This design comes from an exercise in tuning for small area on the open sky130 flow, not from production work. Only simulation tests tie the RTL to the original design; equivalence was not proved. No activity file was given, so power comes from the tool's default toggle rates.

==> design/flow/design.v <==
module ALU_DESIGN #(parameter WIDTH_OP = 16, WIDTH_CMD = 4)(CLK,RST,INP_VALID,MODE,CMD,CE,OPA,OPB,CIN,ERR,RES,OFLOW,COUT,G,L,E);
localparam WIDTH = WIDTH_OP*2;
input [WIDTH_OP-1 : 0] OPA,OPB ;  
input CLK,RST,MODE,CIN,CE;
input [1:0] INP_VALID ;
input [WIDTH_CMD-1:0] CMD ;
output reg ERR,OFLOW,COUT,G,L,E;  
  output reg [WIDTH-1:0] RES;
reg [WIDTH_OP-1 : 0] TEMP_A , TEMP_B ;
reg [WIDTH_OP:0] TEMP_RES ;
reg signed [WIDTH_OP:0] SIGN_RES ;
reg [WIDTH-1:0] TEMP_MULT ;
reg [2:0] valid_pipe;
  localparam ROL_WIDTH = $clog2(WIDTH_OP);
reg [ROL_WIDTH-1 : 0] rotation ;
reg [ ( WIDTH_OP-(ROL_WIDTH+2)) : 0 ] err_flag;
always@(posedge CLK, posedge RST) begin
        if(RST) begin  
                ERR <= 1'b0;
                OFLOW <= 1'b0;
                COUT <= 1'b0;
                G <= 1'b0;
                L <= 1'b0;
                E <= 1'b0;
                RES <= {WIDTH{1'b0}};
                valid_pipe <= 3'd0;
                TEMP_A <= 0;
                TEMP_B <= 0;
                SIGN_RES <= 0;
                TEMP_RES <= 0;
                TEMP_MULT <= 0;
                rotation <= 0;
                err_flag <= 0;
        end
        else if(CE) begin
                ERR <= 1'b0;
                OFLOW <= 1'b0;
                COUT <= 1'b0;
                G <= 1'b0;
                L <= 1'b0;
                E <= 1'b0;
                RES <= {WIDTH{1'b0}};
                if(MODE)  
                begin
                        case(CMD)
                          4'd0 : begin  
                            valid_pipe <= {valid_pipe[1:0],(INP_VALID == 2'b11)};
                            if(valid_pipe[0]) begin  
                              TEMP_RES <= 0;
                            end
                            if(INP_VALID == 2'b11) begin
                                TEMP_RES <= OPA + OPB ;
                            end
                            if(valid_pipe[0]) begin
                              RES <= TEMP_RES ;
                              COUT <= (TEMP_RES[WIDTH_OP])? 1 : 0 ;
                            end
                            if(INP_VALID == 2'b10 || INP_VALID == 2'b01 || INP_VALID == 2'b00) begin
                              RES <= {WIDTH{1'b0}};
                              ERR <= 1'b1;
                              COUT <= 1'b0;
                            end
                          end
                          4'd1 : begin   
                            valid_pipe <= {valid_pipe[1:0],(INP_VALID == 2'b11)};
                            if(valid_pipe[0]) begin  
                              TEMP_RES <= 0;
                              TEMP_A <= 0;
                              TEMP_B <= 0;
                            end
                            if(INP_VALID == 2'b11) begin
                                TEMP_RES <= OPA - OPB ;
                                TEMP_A <= OPA;
                                TEMP_B <= OPB;
                            end
                            if(valid_pipe[0]) begin
                                RES <= TEMP_RES ;
                                OFLOW <= (TEMP_A < TEMP_B)? 1 : 0 ;
                            end
                            if(INP_VALID == 2'b10 || INP_VALID == 2'b01 || INP_VALID == 2'b00) begin
                                RES <= {WIDTH{1'b0}};
                                ERR <= 1'b1;
                                OFLOW <= 1'b0;
                            end
                          end
                          4'd2 : begin   
                            valid_pipe <= {valid_pipe[1:0],(INP_VALID == 2'b11)};
                            if(valid_pipe[0]) begin  
                              TEMP_RES <= 0;
                            end
                            if(INP_VALID == 2'b11) begin
                                TEMP_RES <= OPA + OPB + CIN ;
                            end
                            if(valid_pipe[0]) begin
                              RES <= TEMP_RES ;
                              COUT <= (TEMP_RES[WIDTH_OP])? 1 : 0 ;
                            end
                            if(INP_VALID == 2'b10 || INP_VALID == 2'b01 || INP_VALID == 2'b00) begin
                              RES <= {WIDTH{1'b0}};
                              ERR <= 1'b1;
                              COUT <= 1'b0;
                            end
                          end
                          4'd3 : begin  
                            valid_pipe <= {valid_pipe[1:0],(INP_VALID == 2'b11)};
                            if(valid_pipe[0]) begin  
                              TEMP_RES <= 0;
                            end
                            if(INP_VALID == 2'b11) begin
                                TEMP_RES <= OPA - OPB - CIN ;
                            end
                            if(valid_pipe[0]) begin
                              RES <= TEMP_RES ;
                              OFLOW <= (OPA < (OPB+CIN) )? 1 : 0 ;
                            end
                            if(INP_VALID == 2'b10 || INP_VALID == 2'b01 || INP_VALID == 2'b00) begin
                              RES <= {WIDTH{1'b0}};
                              ERR <= 1'b1;
                              OFLOW <= 1'b0;
                            end
                          end
                         4'd4 : begin  
                           valid_pipe <= {valid_pipe[1:0],(INP_VALID == 2'b01)};
                           if(valid_pipe[0]) begin  
                             TEMP_RES <= 0;
                           end
                           if(INP_VALID == 2'b01) begin
                             TEMP_RES <= OPA + 1 ;
                           end
                           if(valid_pipe[0]) begin
                             RES <= TEMP_RES ;
                             OFLOW <= (TEMP_RES[WIDTH_OP])? 1 : 0;
                           end
                           if(INP_VALID == 2'b10 || INP_VALID == 2'b11 || INP_VALID == 2'b00) begin
                             RES <= {WIDTH{1'b0}};
                             ERR <= 1'b1;
                             OFLOW <= 1'b0;
                           end
                         end
                         4'd5 : begin  
                           valid_pipe <= {valid_pipe[1:0],(INP_VALID == 2'b01)};
                           if(valid_pipe[0]) begin  
                             TEMP_RES <= 0;
                           end
                           if(INP_VALID == 2'b01) begin
                             TEMP_RES <= OPA - 1 ;
                           end
                           if(valid_pipe[0]) begin
                             RES <= TEMP_RES ;
                             OFLOW <= (TEMP_RES[WIDTH_OP])? 1 : 0;
                           end
                           if(INP_VALID == 2'b10 || INP_VALID == 2'b11 || INP_VALID == 2'b00) begin
                             RES <= {WIDTH{1'b0}};
                             ERR <= 1'b1;
                             OFLOW <= 1'b0;
                           end
                         end
                         4'd6 : begin  
                           valid_pipe <= {valid_pipe[1:0],(INP_VALID == 2'b10)};
                           if(valid_pipe[0]) begin  
                             TEMP_RES <= 0;
                           end
                           if(INP_VALID == 2'b10) begin
                             TEMP_RES <= OPB + 1 ;
                           end
                           if(valid_pipe[0]) begin
                             RES <= TEMP_RES;
                             OFLOW <= (TEMP_RES[WIDTH_OP])? 1 : 0;
                           end
                           if(INP_VALID == 2'b11 || INP_VALID == 2'b01 || INP_VALID == 2'b00) begin
                             RES <= {WIDTH{1'b0}};
                             ERR <= 1'b1;
                             OFLOW <= 1'b0;
                           end
                         end
                         4'd7 : begin  
                           valid_pipe <= {valid_pipe[1:0],(INP_VALID == 2'b10)};
                           if(valid_pipe[0]) begin  
                             TEMP_RES <= 0;
                           end
                           if(INP_VALID == 2'b10) begin
                             TEMP_RES <= OPB - 1'b1 ;
                           end
                           if(valid_pipe[0]) begin
                             RES <= TEMP_RES ;
                             OFLOW <= (TEMP_RES[WIDTH_OP])? 1 : 0;
                           end
                           if(INP_VALID == 2'b11 || INP_VALID == 2'b01 || INP_VALID == 2'b00) begin
                             RES <= {WIDTH{1'b0}};
                             ERR <= 1'b1;
                             OFLOW <= 1'b0;
                           end
                         end
                         4'd8 : begin  
                           valid_pipe <= {valid_pipe[1:0],(INP_VALID == 2'b11)};
                           if(valid_pipe[0]) begin  
                             TEMP_A <= 0;
                             TEMP_B <= 0;
                             TEMP_RES <= 0;
                           end
                           if(INP_VALID == 2'b11) begin
                                TEMP_A <= OPA ;
                                TEMP_B <= OPB ;
                                TEMP_RES <= {WIDTH{1'b0}};
                            end
                           if(valid_pipe[0]) begin
                             RES <= TEMP_RES ;
                             if(TEMP_A == TEMP_B) begin
                               E <= 1'b1;
                               G <= 1'b0;
                               L <= 1'b0;
                             end
                             else if(TEMP_A > TEMP_B) begin
                               E <= 1'b0;
                               G <= 1'b1;
                               L <= 1'b0;
                             end
                             else begin
                               E <= 1'b0;
                               G <= 1'b0;
                               L <= 1'b1;
                             end
                           end
                           if(INP_VALID == 2'b10 || INP_VALID == 2'b01 || INP_VALID == 2'b00) begin
                              RES <= {WIDTH{1'b0}};
                              ERR <= 1'b1;
                              OFLOW <= 1'b0;
                            end
                         end
                         4'd9 : begin  
                           valid_pipe <= {valid_pipe[1:0],(INP_VALID == 2'b11)};
                           if(INP_VALID == 2'b11) begin
                             TEMP_A <= OPA ;
                             TEMP_B <= OPB ;
                           end
                           if(valid_pipe[0]) begin
                             TEMP_MULT <= (TEMP_A + 1) * (TEMP_B + 1) ;
                           end
                           if(valid_pipe[1]) begin
                             RES <= TEMP_MULT ;
                           end
                           if(INP_VALID == 2'b10 || INP_VALID == 2'b01 || INP_VALID == 2'b00) begin
                              RES <= {WIDTH{1'b0}};
                              ERR <= 1'b1;
                            end
                         end
                         4'd10 : begin  
                           valid_pipe <= {valid_pipe[1:0],(INP_VALID == 2'b11)};
                           if(valid_pipe[1]) begin  
                             TEMP_MULT <= 0;
                             TEMP_A <= 0;
                             TEMP_B <= 0;
                           end
                           if(INP_VALID == 2'b11) begin
                             TEMP_A <= OPA ;
                             TEMP_B <= OPB ;
                           end
                           if(valid_pipe[0]) begin
                             TEMP_MULT <= (TEMP_A <<< 1) * (TEMP_B) ;  
                           end
                           if(valid_pipe[1]) begin
                             RES <= TEMP_MULT ;
                           end
                           if(INP_VALID == 2'b10 || INP_VALID == 2'b01 || INP_VALID == 2'b00) begin
                              RES <= {WIDTH{1'b0}};
                              ERR <= 1'b1;
                              COUT <= 1'b0;
                            end
                         end
                         4'd11 : begin  
                           valid_pipe <= {valid_pipe[1:0],(INP_VALID == 2'b11)};
                           if(valid_pipe[0]) begin  
                             SIGN_RES <= 0;
                             TEMP_A <= 0;
                             TEMP_B <= 0;
                           end
                           if(INP_VALID == 2'b11) begin
                             SIGN_RES <= $signed(OPA)+$signed(OPB) ;  
                             TEMP_A <= OPA;
                             TEMP_B <= OPB;
                           end
                           if(valid_pipe[0]) begin  
                             RES <= SIGN_RES ;
                             OFLOW <= (~TEMP_A[WIDTH_OP-1] && ~TEMP_B[WIDTH_OP-1] && SIGN_RES[WIDTH_OP-1] || TEMP_A[WIDTH_OP-1]  && TEMP_B[WIDTH_OP-1]  && ~SIGN_RES[WIDTH_OP-1] )? 1 : 0 ;
                             COUT <= (~TEMP_A[WIDTH_OP-1] && ~TEMP_B[WIDTH_OP-1] && SIGN_RES[WIDTH_OP-1] || TEMP_A[WIDTH_OP-1]  && TEMP_B[WIDTH_OP-1]  && ~SIGN_RES[WIDTH_OP-1] )? 1 : 0 ;
                             if($signed(TEMP_A) == $signed(TEMP_B)) begin
                               E <= 1'b1;
                               G <= 1'b0;
                               L <= 1'b0;
                             end
                             else if($signed(TEMP_A) > $signed(TEMP_B)) begin
                               E <= 1'b0;
                               G <= 1'b1;
                               L <= 1'b0;
                             end
                             else begin
                               E <= 1'b0;
                               G <= 1'b0;
                               L <= 1'b1;
                             end
                           end
                           if(INP_VALID == 2'b10 || INP_VALID == 2'b01 || INP_VALID == 2'b00) begin
                              RES <= {WIDTH{1'b0}};
                              ERR <= 1'b1;
                              COUT <= 1'b0;
                            end
                         end
                         4'd12 : begin  
                           valid_pipe <= {valid_pipe[1:0],(INP_VALID == 2'b11)};
                           if(valid_pipe[0]) begin  
                             SIGN_RES <= 0;
                             TEMP_A <= 0;
                             TEMP_B <= 0;
                           end
                           if(INP_VALID == 2'b11) begin
                             SIGN_RES <= $signed(OPA)-$signed(OPB);
                             TEMP_A <= OPA;
                             TEMP_B <= OPB;
                           end
                           if(valid_pipe[0]) begin
                             RES <= SIGN_RES;
                             OFLOW <= ( (TEMP_A[WIDTH_OP-1] != TEMP_B[WIDTH_OP-1]) && SIGN_RES[WIDTH_OP-1] != TEMP_A[WIDTH_OP-1] ) ? 1 : 0 ;
                             COUT <= ( (TEMP_A[WIDTH_OP-1] != TEMP_B[WIDTH_OP-1]) && SIGN_RES[WIDTH_OP-1] != TEMP_A[WIDTH_OP-1] ) ? 1 : 0 ;
                             if($signed(TEMP_A) == $signed(TEMP_B)) begin
                               E <= 1'b1;
                               G <= 1'b0;
                               L <= 1'b0;
                             end
                             else if($signed(TEMP_A) > $signed(TEMP_B)) begin
                               E <= 1'b0;
                               G <= 1'b1;
                               L <= 1'b0;
                             end
                             else begin
                               E <= 1'b0;
                               G <= 1'b0;
                               L <= 1'b1;
                             end
                           end
                           if(INP_VALID == 2'b10 || INP_VALID == 2'b01 || INP_VALID == 2'b00) begin
                              RES <= {WIDTH{1'b0}};
                              ERR <= 1'b1;
                              OFLOW <= 1'b0;
                            end
                         end
                         default : begin
                           RES <= {WIDTH{1'b0}};
                           ERR <= 1'b1;
                         end
                     endcase
               end
               else begin  
                case(CMD)
                 4'd0 : begin  
                         valid_pipe <= {valid_pipe[1:0],(INP_VALID==2'b11)};
                         if(valid_pipe[0]) begin  
                           TEMP_RES <= 0;
                         end
                         if(INP_VALID == 2'b11) begin
                                        TEMP_RES <= OPA & OPB ;
                                 end
                         if(valid_pipe[0])begin
                                        RES <= TEMP_RES;
                                 end
                                 if(INP_VALID == 2'b10 || INP_VALID == 2'b01 || INP_VALID == 2'b00) begin
                                 ERR <= 1;
                                 RES <= {WIDTH{1'b0}};
                                 end
                                end
                 4'd1 : begin  
                      valid_pipe <= {valid_pipe[1:0],(INP_VALID==2'b11)};
                      if(valid_pipe[0]) begin  
                        TEMP_RES <= 0;
                      end
                      if(INP_VALID == 2'b11) begin
                                TEMP_RES <= ~(OPA & OPB);
                      end
                      if(valid_pipe[0])begin
                          RES <= TEMP_RES ;
                      end
                      if(INP_VALID == 2'b10 || INP_VALID == 2'b01 || INP_VALID == 2'b00) begin
                                ERR <= 1;
                                RES <= {WIDTH{1'b0}};
                      end
                   end
                  4'd2 : begin  
                     valid_pipe <= {valid_pipe[1:0],(INP_VALID==2'b11)};
                     if(valid_pipe[0]) begin  
                       TEMP_RES <= 0;
                     end
                        if(INP_VALID == 2'b11) begin
                                TEMP_RES <= OPA | OPB ;
                        end
                        if(valid_pipe[0])begin
                          RES <= TEMP_RES ;
                        end
                        if(INP_VALID == 2'b10 || INP_VALID == 2'b01 || INP_VALID == 2'b00) begin
                                ERR <= 1;
                                RES <= {WIDTH{1'b0}};
                        end
                       end
                   4'd3 : begin  
                                 valid_pipe <= {valid_pipe[1:0],(INP_VALID==2'b11)};
                                 if(valid_pipe[0]) begin  
                                   TEMP_RES <= 0;
                                 end
                     if(INP_VALID == 2'b11) begin
                        TEMP_RES <= ~(OPA | OPB) ;
                     end
                     if(valid_pipe[0])begin
                        RES <= TEMP_RES;
                     end
                     if(INP_VALID == 2'b10 || INP_VALID == 2'b01 || INP_VALID == 2'b00) begin
                        ERR <= 1;
                        RES <= {WIDTH{1'b0}};
                     end
                    end
                   4'd4 : begin  
                                 valid_pipe <= {valid_pipe[1:0],(INP_VALID==2'b11)};
                                 if(valid_pipe[0]) begin  
                                   TEMP_A <= 0;
                                   TEMP_B <= 0;
                                 end
                     if(INP_VALID == 2'b11) begin
                                        TEMP_RES <= (OPA ^ OPB);
                                  end
                        if(valid_pipe[0])begin
                          RES <= TEMP_RES;
                        end
                        if(INP_VALID == 2'b10 || INP_VALID == 2'b01 || INP_VALID == 2'b00) begin
                                        ERR <= 1;
                                        RES <= {WIDTH{1'b0}};
                                 end
                                end
                   4'd5 : begin   
                    valid_pipe <= {valid_pipe[1:0],(INP_VALID==2'b11)};
                    if(valid_pipe[0]) begin  
                      TEMP_A <= 0;
                      TEMP_B <= 0;
                    end
                     if(INP_VALID == 2'b11) begin
                                        TEMP_RES <= ~(OPA ^ OPB) ;                                   end
                     if(valid_pipe[0])begin
                          RES <= TEMP_RES;
                         end
                         if(INP_VALID == 2'b10 || INP_VALID == 2'b01 || INP_VALID == 2'b00) begin
                                        ERR <= 1;
                                        RES <= {WIDTH{1'b0}};
                                 end
                                end
             4'd6 : begin   
                  valid_pipe <= {valid_pipe[1:0],(INP_VALID==2'b01)};
                  if(valid_pipe[0]) begin  
                    TEMP_A <= 0;
                  end
                  if(INP_VALID == 2'b01)begin
                                TEMP_A <= OPA;
                          end
                  if(valid_pipe[0])begin
                                RES <= ~(TEMP_A);
                          end
                  if(INP_VALID == 2'b10 || INP_VALID == 2'b11 || INP_VALID == 2'b00) begin
                                        ERR <= 1;
                                        RES <= {WIDTH{1'b0}};
                                 end
                                end
            4'd7 : begin   
                  valid_pipe <= {valid_pipe[1:0],(INP_VALID==2'b10)};
                  if(valid_pipe[0]) begin  
                    TEMP_B <= 0;
                  end
                  if(INP_VALID == 2'b10) begin
                                  TEMP_B <= OPB;
                          end
                  if(valid_pipe[0])begin
                                RES <= ~TEMP_B;
                          end
                  if(INP_VALID == 2'b11 || INP_VALID == 2'b01 || INP_VALID == 2'b00) begin
                                ERR <= 1;
                                RES <= {WIDTH{1'b0}};
                  end
                 end
              4'd8 : begin   
                  valid_pipe <= {valid_pipe[1:0],(INP_VALID==2'b01)};
                  if(valid_pipe[0]) begin  
                    TEMP_A <= 0;
                  end
                  if(INP_VALID == 2'b01) begin
                                TEMP_A <= OPA >> 1;
                  end
                  if(valid_pipe[0])begin
                      RES <= TEMP_A;
                  end
                  if(INP_VALID == 2'b10 || INP_VALID == 2'b11 || INP_VALID == 2'b00) begin
                                ERR <= 1;
                                RES <= {WIDTH{1'b0}};
                  end
                 end
                4'd9 : begin   
                    valid_pipe <= {valid_pipe[1:0],(INP_VALID==2'b01)};
                    if(valid_pipe[0]) begin  
                      TEMP_A <= 0;
                    end
                    if(INP_VALID == 2'b01) begin
                                TEMP_A <= OPA;
                      end
                      if(valid_pipe[0])begin
                                RES <= (TEMP_A << 1);
                      end
                      if(INP_VALID == 2'b10 || INP_VALID == 2'b11 || INP_VALID == 2'b00) begin
                                ERR <= 1;
                                RES <= {WIDTH{1'b0}};
                            end
                          end
                   4'd10 : begin   
                        valid_pipe <= {valid_pipe[1:0],(INP_VALID==2'b10)};
                        if(valid_pipe[0]) begin  
                          TEMP_B <= 0;
                        end
                        if(INP_VALID == 2'b10) begin
                                TEMP_B <= OPB;
                            end
                        if(valid_pipe[0])begin
                                RES <= (TEMP_B >> 1);
                        end
                        if(INP_VALID == 2'b11 || INP_VALID == 2'b01 || INP_VALID == 2'b00) begin
                                ERR <= 1;
                                RES <= {WIDTH{1'b0}};
                           end
                          end
                   4'd11 : begin   
                        valid_pipe <= {valid_pipe[1:0],(INP_VALID==2'b10)};
                        if(valid_pipe[0]) begin  
                          TEMP_B <= 0;
                        end
                        if(INP_VALID == 2'b10) begin
                                    TEMP_B <= OPB;
                            end
                        if(valid_pipe[0])begin
                                RES <= (TEMP_B << 1);
                        end
                        if(INP_VALID == 2'b11 || INP_VALID == 2'b01 || INP_VALID == 2'b00) begin
                                ERR <= 1;
                                RES <= {WIDTH{1'b0}};
                        end
                    end
                4'd12 : begin  
                  valid_pipe <= {valid_pipe[1:0], (INP_VALID==2'b11)};
                  if(valid_pipe[0]) begin  
                    TEMP_A <= 0;
                    TEMP_B <= 0;
                    rotation <= 0;
                    err_flag <= 0;
                  end
                  if(INP_VALID == 2'b11) begin
                      TEMP_A <= OPA;
                      rotation <= OPB[ROL_WIDTH-1:0] ;
                      err_flag <= OPB[WIDTH_OP-1 : ROL_WIDTH + 1] ;
                  end
                  if(valid_pipe[0]) begin  
                    RES <= { ( (TEMP_A << rotation) | (TEMP_A >> WIDTH_OP - rotation) ) };
                    if(err_flag != 0) ERR <= 1'b1 ;
                  end
                  if(INP_VALID == 2'b10 || INP_VALID == 2'b01 || INP_VALID == 2'b00) begin
                                        ERR <= 1;
                                        RES <= {WIDTH{1'b0}};
                          end
                end
                4'd13 : begin
                           valid_pipe <= {valid_pipe[1:0], (INP_VALID==2'b11)};
                           if(valid_pipe[0]) begin  
                             TEMP_A <= 0;
                             TEMP_B <= 0;
                             rotation <= 0;
                             err_flag <= 0;
                           end
                           if(INP_VALID==2'b11) begin
                                TEMP_A <= OPA;
                                rotation <= OPB[ROL_WIDTH-1:0];
                                err_flag <= OPB[WIDTH_OP-1 : ROL_WIDTH + 1] ;
                           end
                  if(valid_pipe[0])begin
                    RES <= { ( (TEMP_A >> rotation) | (TEMP_A << WIDTH_OP - rotation) )};
                    if(err_flag != 0) ERR <= 1'b1 ;
                  end
                  if(INP_VALID == 2'b10 || INP_VALID == 2'b01 || INP_VALID == 2'b00) begin
                                        ERR <= 1;
                                        RES <= {WIDTH{1'b0}};
                          end
                end
                default : begin
                        ERR <= 1'b1;
                        OFLOW <= 1'b0;
                        COUT <= 1'b0;
                        G <= 1'b0;
                        L <= 1'b0;
                        E <= 1'b0;
                        RES <= {WIDTH{1'b0}};
                end
              endcase
          end
        end
        else begin  
                ERR <= 1'b0;
                OFLOW <= 1'b0;
                COUT <= 1'b0;
                G <= 1'b0;
                L <= 1'b0;
                E <= 1'b0;
                RES <= {WIDTH{1'b0}};
        end
end
endmodule
==> design/flow/run.sh <==
#!/bin/bash
# synth_recipe.tcl (not shown) runs the flow's synth.tcl, then flattens the netlist and writes it again
# the make line also repeats each setting of config.mk as NAME=value (left out here)
make -C /OpenROAD-flow-scripts/flow DESIGN_CONFIG=/design/flow/config.mk WORK_HOME=/design/flow/orfs CLKGATE_MAP_FILE= SYNTH_SCRIPT=/design/flow/synth_recipe.tcl finish
==> design/flow/config.mk <==
export PLATFORM = sky130hd
export DESIGN_NAME = ALU_DESIGN
export DESIGN_NICKNAME = ALU_DESIGN
export VERILOG_FILES = /design/flow/design.v
export SDC_FILE = /design/flow/constraint.sdc
export NUM_CORES = 4
export LEC_CHECK = 0
export CAP_MARGIN = 20
export CORE_MARGIN = 2
export CORE_UTILIZATION = 40
export SLEW_MARGIN = 20
==> design/flow/constraint.sdc <==
create_clock -name core_clock -period 10.0 [get_ports {CLK}]
set_input_delay 2.0000 -clock core_clock [delete_from_list [all_inputs] [get_ports {CLK}]]
set_output_delay 2.0000 -clock core_clock [all_outputs]
set_load 0.01 [all_outputs]
==> run notes <==
==> worst max-delay path, delay by kind of cell, from the launching register on <==
kind                       cells  cell delay [ns]
adders and majority gates      7             3.31
and+or+nand+nor                6             1.52
AOI/OAI and AO/OA              7             1.52
xor gates and xnor gates       2             0.81
buffers and inverters          5             0.49
DFF                            1             0.32
==> sequential cells by signal (all words and copies together) (netlist names) <==
name	count
OFLOW	1
ERR	1
TEMP_RES	17
TEMP_B	16
L	1
valid_pipe	2
rotation	4
TEMP_A	16
E	1
G	1
COUT	1
RES	32
SIGN_RES	17
err_flag	11
TEMP_MULT	32
==> report_power, final <==
group	internal, mW	leakage (nW)	switching [mW]	total (mW)
registers	0.744	1.97	0.139	0.883
clock network	0.377	0.278	0.339	0.716
logic	2.66	15.1	4.90	7.55
==> metrics by stage <==
stage               utilization [%]  hold WS, ns  instances
finish                         43.2        0.481       5928
global route                   43.2        0.501       5925
CTS                            43.2        0.485       5925
detailed placement             42.5        0.469       5893
global placement               42.5        0.470       5893
floorplan                         -        0.438       4824
==> path summary, 6_finish.rpt <==
check | from | to | cells after the start
min | SIGN_RES[14]$_DFFE_PP0P_ | SIGN_RES[14]$_DFFE_PP0P_ | 2
max | TEMP_B[3]$_DFFE_PP0P_ | TEMP_MULT[31]$_DFFE_PP0P_ | 27
max in group asynchronous | RST | rotation[0]$_DFFE_PP0P_ | 3
min reg2reg | SIGN_RES[14]$_DFFE_PP0P_ | SIGN_RES[14]$_DFFE_PP0P_ | 2
min in group asynchronous | RST | TEMP_A[1]$_DFFE_PP0P_ | 2
max reg2reg | TEMP_B[3]$_DFFE_PP0P_ | TEMP_MULT[31]$_DFFE_PP0P_ | 27
==> routing by layer <==
layer  up-vias  share of wire [%]
met1     17800                 39
met2      2165                 44
li1      16100                  -
met5         -              0.038
met3       549                9.7
met4        10                7.6
==> logic make-up (layout without fill, tap and decap cells) <==
group / count (synthesis) / after routing / share of synthesized area [%]
adders and majority gates: 725 / 725 / 33.2
buffers and inverters: 948 / 863 / 9.72
DFF: 153 / 153 / 10.4
and+or+nand+nor: 1609 / 1609 / 19.6
muxes: 61 / 61 / 2.00
other: 0 / 3 / 0
xor gates and xnor gates: 191 / 191 / 4.73
AOI/OAI and AO/OA: 1137 / 1137 / 20.3
==> cell type report <==
class / instances / area, um^2 / area share [%]
Antenna cell: 3 / 7.51 / 0.0190
Clock buffer: 20 / 447 / 1.13
Clock inverter: 12 / 140 / 0.355
Inverter: 619 / 2330 / 5.90
Multi-Input combinational cell: 3723 / 29500 / 74.6
Sequential cell: 153 / 3830 / 9.70
Tap cell: 1186 / 1480 / 3.76
Timing Repair Buffer: 212 / 1780 / 4.51
==> placed cells by master, fill, tap and decap left out, drive strengths merged, types with 34 or more instances in the layout <==
cell type and count:
a31oi 62, o22ai 58, a221oi 46, xor2 42, xnor2 148, fa 418
o21ai 231, nand3 92, ha 307, dfrtp 153, buf 134, nor2 424
a21oi 321, mux2i 34, a21o 36, nand4 35, nand2 684, o211ai 44
and2 92, nor2b 46, inv 619, a211oi 35, nor3 86, clkdlybuf4s50 78
==> results.py <==
metrics = {
    "run_status": {
        "status": "complete, no violations",
    },
    "clocking": {
        "clock_latency_ns": 0.53,
        "h-tree-depth": 4,
        "post_cts_buffers": 0,
        "cts_resized": 0,
        "cts_tree": "built",
        "ctsHoldBuffers": 0,
        "clk_pin_slew_worst_paths_ns": 0.07,
        "cts_buffers": 17,
        "cts-root-buf": "clkbuf_16",
        "cts_sinks": 153,
        "clk_path_buf_depth": 2,
    },
    "timing": {
        "tightest_slew_ns": 1.29,
        "hold_violations": 0,
        "maxSlewHeadroom_pct": 13.7,
        "timing.fmax_mhz": 124,
        "setup_tns_ns": 0,
        "skew_ns": 0.0287,
        "post-route-period-util_pct": 80.9,
        "rsz0062_at_grt": "no",
        "setup_viol": 0,
        "min_period_ns": 8.09,
        "final_max_slew_viol_count": 0,
        "setup_ws_ns": 1.91,
    },
    "synth": {
        "synth_top_area_share_pct": 22.8,
        "yosysMostFrequentCell": "nand2_1",
        "synthTopCellsByArea": "fa_1 (23%), ha_1 (10%), dfrtp_1 (10%), nand2_1 (7.0%), inv_1 (6.3%)",
        "synthTopCellsByCount": "nand2_1 (684), inv_1 (614), nor2_1 (424)",
        "yosys_warnings": 1,
        "postSynthRegisterBits": 153,
        "synthFlopType": "dfrtp_1",
        "mappedNetlistArea_um2": 36800,
        "async_reset_ff_share_pct": 100,
        "synth-edff-count": 0,
        "syn_nets": 5592,
        "ys_types": 96,
        "ys_seq_area_share_pct": 10.4,
        "syn_avg_cell_area_um2": 7.62,
        "syn_inst": 4824,
        "yosysTopAreaCell": "fa_1",
    },
    "critical_path": {
        "critPathRequiredTime_ns": 10.36,
        "worstPathMaxFanout": 24,
        "critical_path_class": "register to register",
        "cp-end-kind": "register",
        "cpPeakStageDelay_ns": 0.69,
        "worst_path_most_repeated_cell": "fa_1",
        "start_kind": "register",
        "worstPathArrival_ns": 8.45,
        "r2r_setup_slack_ns": 1.91,
        "crit_path_top_delay_cell": "xnor2_1",
    },
    "placed_design": {
        "place_area_um2": 38900,
        "place_congestion": 1.04,
        "place_hpwl_mm": 118,
        "dp_slack_ns": 1.97,
        "placement.io_buffers": 80,
    },
    "grt": {
        "use_met1_pct": 41.7,
        "antenna_found_initial": 8,
        "grt-busiest-layer": "met2",
        "met2_usage_pct": 51.6,
        "grt_overflow": 0,
        "grt_usage_pct": 33.0,
        "grt_util_met3_pct": 6.28,
        "grt_pass1_vias": 36000,
        "grt_pass1_wl_mm": 233,
        "grt_max_degree": 71,
    },
    "detailed_routing": {
        "wirelength_mm": 157,
        "via_per_inst": 6.18,
        "drc": 0,
        "drt-initial-drc-count": 4432,
        "drt-wirelength-per-cell_um": 26.5,
        "ant_nets": 0,
        "drtPass1Iterations": 9,
        "vias": 36600,
    },
    "die": {
        "dieWidth_um": 307,
        "core-area_um2": 91400,
        "start_util_pct": 40.2,
        "dieHeight_um": 307,
        "rows": 111,
        "ios": 81,
        "dieArea_um2": 94400,
    },
    "power": {
        "irDropWorstVdd_mv": 0.233,
        "power_leakage_nw": 17.4,
        "total_power_mw": 9.15,
        "p_per_area_nw_per_um2": 232,
    },
    "worst_hold_path": {
        "worstHoldPathType": "register to register",
    },
    "flow_run": {
        "drv_cap": 0,
    },
    "layout": {
        "drive_above_1_share_pct": 5.17,
        "fillers": 9493,
        "design_area_um2": 39500,
        "areaGrowthSynthToFinish_pct": 7.38,
        "layout.nets": 5494,
    },
}

[re-timing with driven ports]
How much do the figures lean on ideal ports? The routed layout below was timed once more, with nothing changed but the port constraints.
Step 1, drivers: a clkbuf_16 drives CLK and a buf_2 each remaining input, both assumed.
Step 2 adds t to the input delays and takes it off the output delays; t is the mean of the earliest and latest rising clock arrival at the registers after step 1. Input paths then give back, and output paths get back, about the clock's delay inside the block.
a / b / c = ideal / step 1 / step 2; a / b = the first two.
t (ns): 0.568
setup WS [ns]: 1.906 / 1.906 / 1.906
hold WS [ns]: 0.481 / 0.481 / 0.481
worst setup path after step 2: register to register
After both steps this run still meets setup and hold. The setup slack of this run moves by 0.000 ns with the drivers and by 0.000 ns with both steps.
